Context: an optimization exercise on an open-source flow, tuned for small area and a short achievable clock period. The choices shown serve that exercise and are no tape-out recipe.
Only simulation tests tie the RTL to the original design; equivalence was not proved.

==> trial 25: inputs <==
Design fir_bandstop, start of the top module:
module fir_bandstop ( clk, in, out );
input  wire clk;
input  wire [15:0]in;
output wire [57:0]out;
wire [33:0] y;
wire ys;
wire [23:0] sg;
fir fir_bs_inst(
	.clk(clk),
	.in(in),
	.y(y),
	.ys(ys)
	);
genvar i;
generate
	for (i=0; i<24; i=i+1) begin: sign
		fir_sreg r ( .clk(clk), .d(ys), .q(sg[i]) );
	end
endgenerate
assign out = {sg, y};
endmodule
Settings: LEC_CHECK=0, CAP_MARGIN=20, CORE_MARGIN=2, CORE_UTILIZATION=50, CTS_CLUSTER_DIAMETER=60, CTS_CLUSTER_SIZE=30, SLEW_MARGIN=20, SYNTH_HIERARCHICAL=1, SYNTH_MINIMUM_KEEP_SIZE=0; clock period 12.0 ns.
standard.sh (not shown) runs the stock make flow with config.mk's settings and CLKGATE_MAP_FILE= SYNTH_SCRIPT=/design/flow/synth_recipe.tcl, a recipe that flattens the netlist after the stock synthesis.
==> flow/flow/run.sh <==
#!/bin/bash
set -euo pipefail
export BUFFER_PORTS_ARGS="-buffer_cell sky130_fd_sc_hd__buf_2"
export SETUP_SLACK_MARGIN=8.45
export CTS_ARGS="-sink_clustering_enable -repair_clock_nets -sink_clustering_size 12 -sink_clustering_max_diameter 40 -root_buf sky130_fd_sc_hd__clkbuf_16 -sink_clustering_buffer sky130_fd_sc_hd__clkbuf_4 -dont_use_dummy_load"
bash standard.sh > standard.log 2>&1
==> inputs of build 10, as changes to trial 25 <==
==> flow/flow/run.sh (replaced) <==
#!/bin/bash
set -euo pipefail
export BUFFER_PORTS_ARGS="-buffer_cell sky130_fd_sc_hd__buf_2"
export SETUP_SLACK_MARGIN=8.45
export CTS_ARGS="-sink_clustering_enable -repair_clock_nets -sink_clustering_size 30 -sink_clustering_max_diameter 60 -dont_use_dummy_load"
bash standard.sh > standard.log 2>&1
==> comparison table <==
quantity                                                                                                trial 25                 build 10
Area of the multi-input gates                                                                          36400 µm²                36400 µm²
Final net count                                                                                             5561                     5512
Final min period                                                                                         3.59 ns                  3.55 ns
Final critical-path setup slack                                                                          8.41 ns                  8.45 ns
Syn-to-layout area delta                                                                                   7.74%                    9.13%
Proportion of layout cells with a drive suffix above 1                                                     0.118                    0.105
Cts bufs inserted                                                                                            134                       85
Crit path required time                                                                                  9.60 ns                 12.52 ns
Count of fill cells added during filler insertion                                                           9135                     9021
Status                                                                                   complete, no violations  complete, no violations
Multi-input gate share of the layout cell area                                                             0.603                    0.595
Final critical-path share of the clock period                                                              0.299                    0.296
Clock transition at the register clock pins on the worst setup and hold paths after CTS                  0.12 ns                  0.09 ns
Clock buffer instance count of the final layout                                                              134                       85
First-pass GRT wire length                                                                                259 mm                   259 mm
Drt total wl                                                                                              185 mm                   185 mm
Slew margin rel.                                                                                           0.283                    0.294
Vias in the first global route                                                                             34200                    33800
Number of optimization iterations in the first detailed-route pass                                             5                        8
Global-route usage over all layers                                                                         0.335                    0.334
Met1 usage                                                                                                 0.432                    0.436


==> inputs of job 3679 <==
fir_bandstop, a different RTL version from the one above (not shown whole).
// fir_bandstop
module fir_bandstop ( clk, in, out );
input  wire clk;
input  wire [15:0]in;
output wire [57:0]out;
wire [33:0] y;
wire ys;
wire [23:0] sg;
fir fir_bs_inst(
	.clk(clk),
	.in(in),
	.y(y),
	.ys(ys)
	);
genvar i;
generate
	for (i=0; i<24; i=i+1) begin: sign
		fir_sreg r ( .clk(clk), .d(ys), .q(sg[i]) );
	end
endgenerate
assign out = {sg, y};
endmodule
export LEC_CHECK = 0
export ABC_CLOCK_PERIOD_IN_PS = 3000
export CAP_MARGIN = 20
export CORE_MARGIN = 2
export CORE_UTILIZATION = 50
export CTS_CLUSTER_DIAMETER = 60
export CTS_CLUSTER_SIZE = 30
export SLEW_MARGIN = 20
export SYNTH_HIERARCHICAL = 1
export SYNTH_MINIMUM_KEEP_SIZE = 0
create_clock -name core_clock -period 12.0 [get_ports {clk}]
==> flow/flow/run.sh <==
#!/bin/bash
set -euo pipefail
export BUFFER_PORTS_ARGS="-buffer_cell sky130_fd_sc_hd__buf_2"
export SETUP_SLACK_MARGIN=8.5
export CTS_ARGS="-sink_clustering_enable -repair_clock_nets -sink_clustering_size 24 -sink_clustering_max_diameter 45 -root_buf sky130_fd_sc_hd__clkbuf_16 -sink_clustering_buffer sky130_fd_sc_hd__clkbuf_8 -dont_use_dummy_load"
bash standard.sh > standard.log 2>&1   # ORFS's own logs stay under orfs/logs/
==> job 5126 (differences from job 3679) <==
==> flow/flow/run.sh (replaced) <==
#!/bin/bash
set -euo pipefail
export BUFFER_PORTS_ARGS="-buffer_cell sky130_fd_sc_hd__buf_2"
export SETUP_SLACK_MARGIN=8.5
export CTS_ARGS="-sink_clustering_enable -repair_clock_nets -sink_clustering_size 20 -sink_clustering_max_diameter 50 -root_buf sky130_fd_sc_hd__clkbuf_16 -sink_clustering_buffer sky130_fd_sc_hd__clkbuf_8 -dont_use_dummy_load"
bash standard.sh > standard.log 2>&1   # ORFS's own logs stay under orfs/logs/
ABC_CLOCK_PERIOD_IN_PS = default   (was 3000)
==> job 8123 (differences from job 3679) <==
ABC_CLOCK_PERIOD_IN_PS = default   (was 3000)
==> run summary <==
CLK BUF 99; Non-Filler Instances 5,294; RR Startpoint fir_bs_inst.ur3[3]; vias in the first global route 33,700; DR vias/cell 5.59; status finished clean; first-pass GRT wire length 237,000 um; commonest cells after routing, fill and taps aside 1,238 x fa_1, 746 x dfxtp_1, 322 x inv_1; Final clock-cell share 2.51%; met1 wire length 64,900 um; layout overhead on the synthesized area 8.23%; Critical Path Start sign[11].r.q; reg-to-reg endpoint fir_bs_inst.q2_1749; Final Hold Slack 0.302 ns
That was job 5126.
==> run summary <==
status finished clean; Critical Path Start sign[21].r.q; DR vias/cell 5.56; CLK BUF 105; GR Util All Layers 30.9%; first-pass GRT wire length 236,000 um; layout overhead on the synthesized area 8.50%; Final Hold Slack 0.293 ns; Non-Filler Instances 5,303; Final clock-cell share 2.64%; RR Startpoint fir_bs_inst.ur2[3]; reg-to-reg endpoint fir_bs_inst.q2_1742; vias in the first global route 33,600; commonest cells after routing, fill and taps aside 1,238 x fa_1, 742 x dfxtp_1, 322 x inv_1; met1 wire length 64,200 um
That was job 8123.
==> run summary <==
DP Area 56,200 um2; reg-to-reg endpoint fir_bs_inst.q2_1742; commonest cells after routing, fill and taps aside 1,238 x fa_1, 742 x dfxtp_1, 322 x inv_1; first-pass GRT wire length 236,000 um; RR Startpoint fir_bs_inst.ur2[3]; met1 wire length 64,200 um; Final clock-cell share 2.64%; Final Hold Slack 0.293 ns; Non-Filler Instances 5,303; Critical Path Start sign[21].r.q; CLK BUF 105; DR vias/cell 5.56; status finished clean; layout overhead on the synthesized area 8.50%
That was job 3679.

## re-timing with driven ports
In the flow no input, the clock included, has a driving cell. The finished layouts below were timed again as built, in two steps. Step 1 sets driving cells, clkbuf_16 on the clock port and buf_2 on the other inputs (assumed; they add their load-dependent delay and slew). Step 2 times the ports against the registers' clock, not the clock port: input delays grow and output delays shrink by t, the midpoint of the rising clock arrivals with the driver on. Slacks: no drivers / after step 1 / after step 2; pairs: no drivers / after step 1.
run	t, ns	setup WS [ns]	worst setup path after step 2	cell pins on the clock port's net
trial 25	0.769	8.415 / 8.337 / 8.415	register to register	1
build 10	0.731	8.454 / 8.388 / 8.454	register to register	1
job 3679	0.705	8.488 / 8.421 / 8.535	register to register	1
job 5126	0.691	8.480 / 8.411 / 8.513	register to register	1
job 8123	0.705	8.488 / 8.421 / 8.535	register to register	1
After both steps every run listed still meets setup and hold.
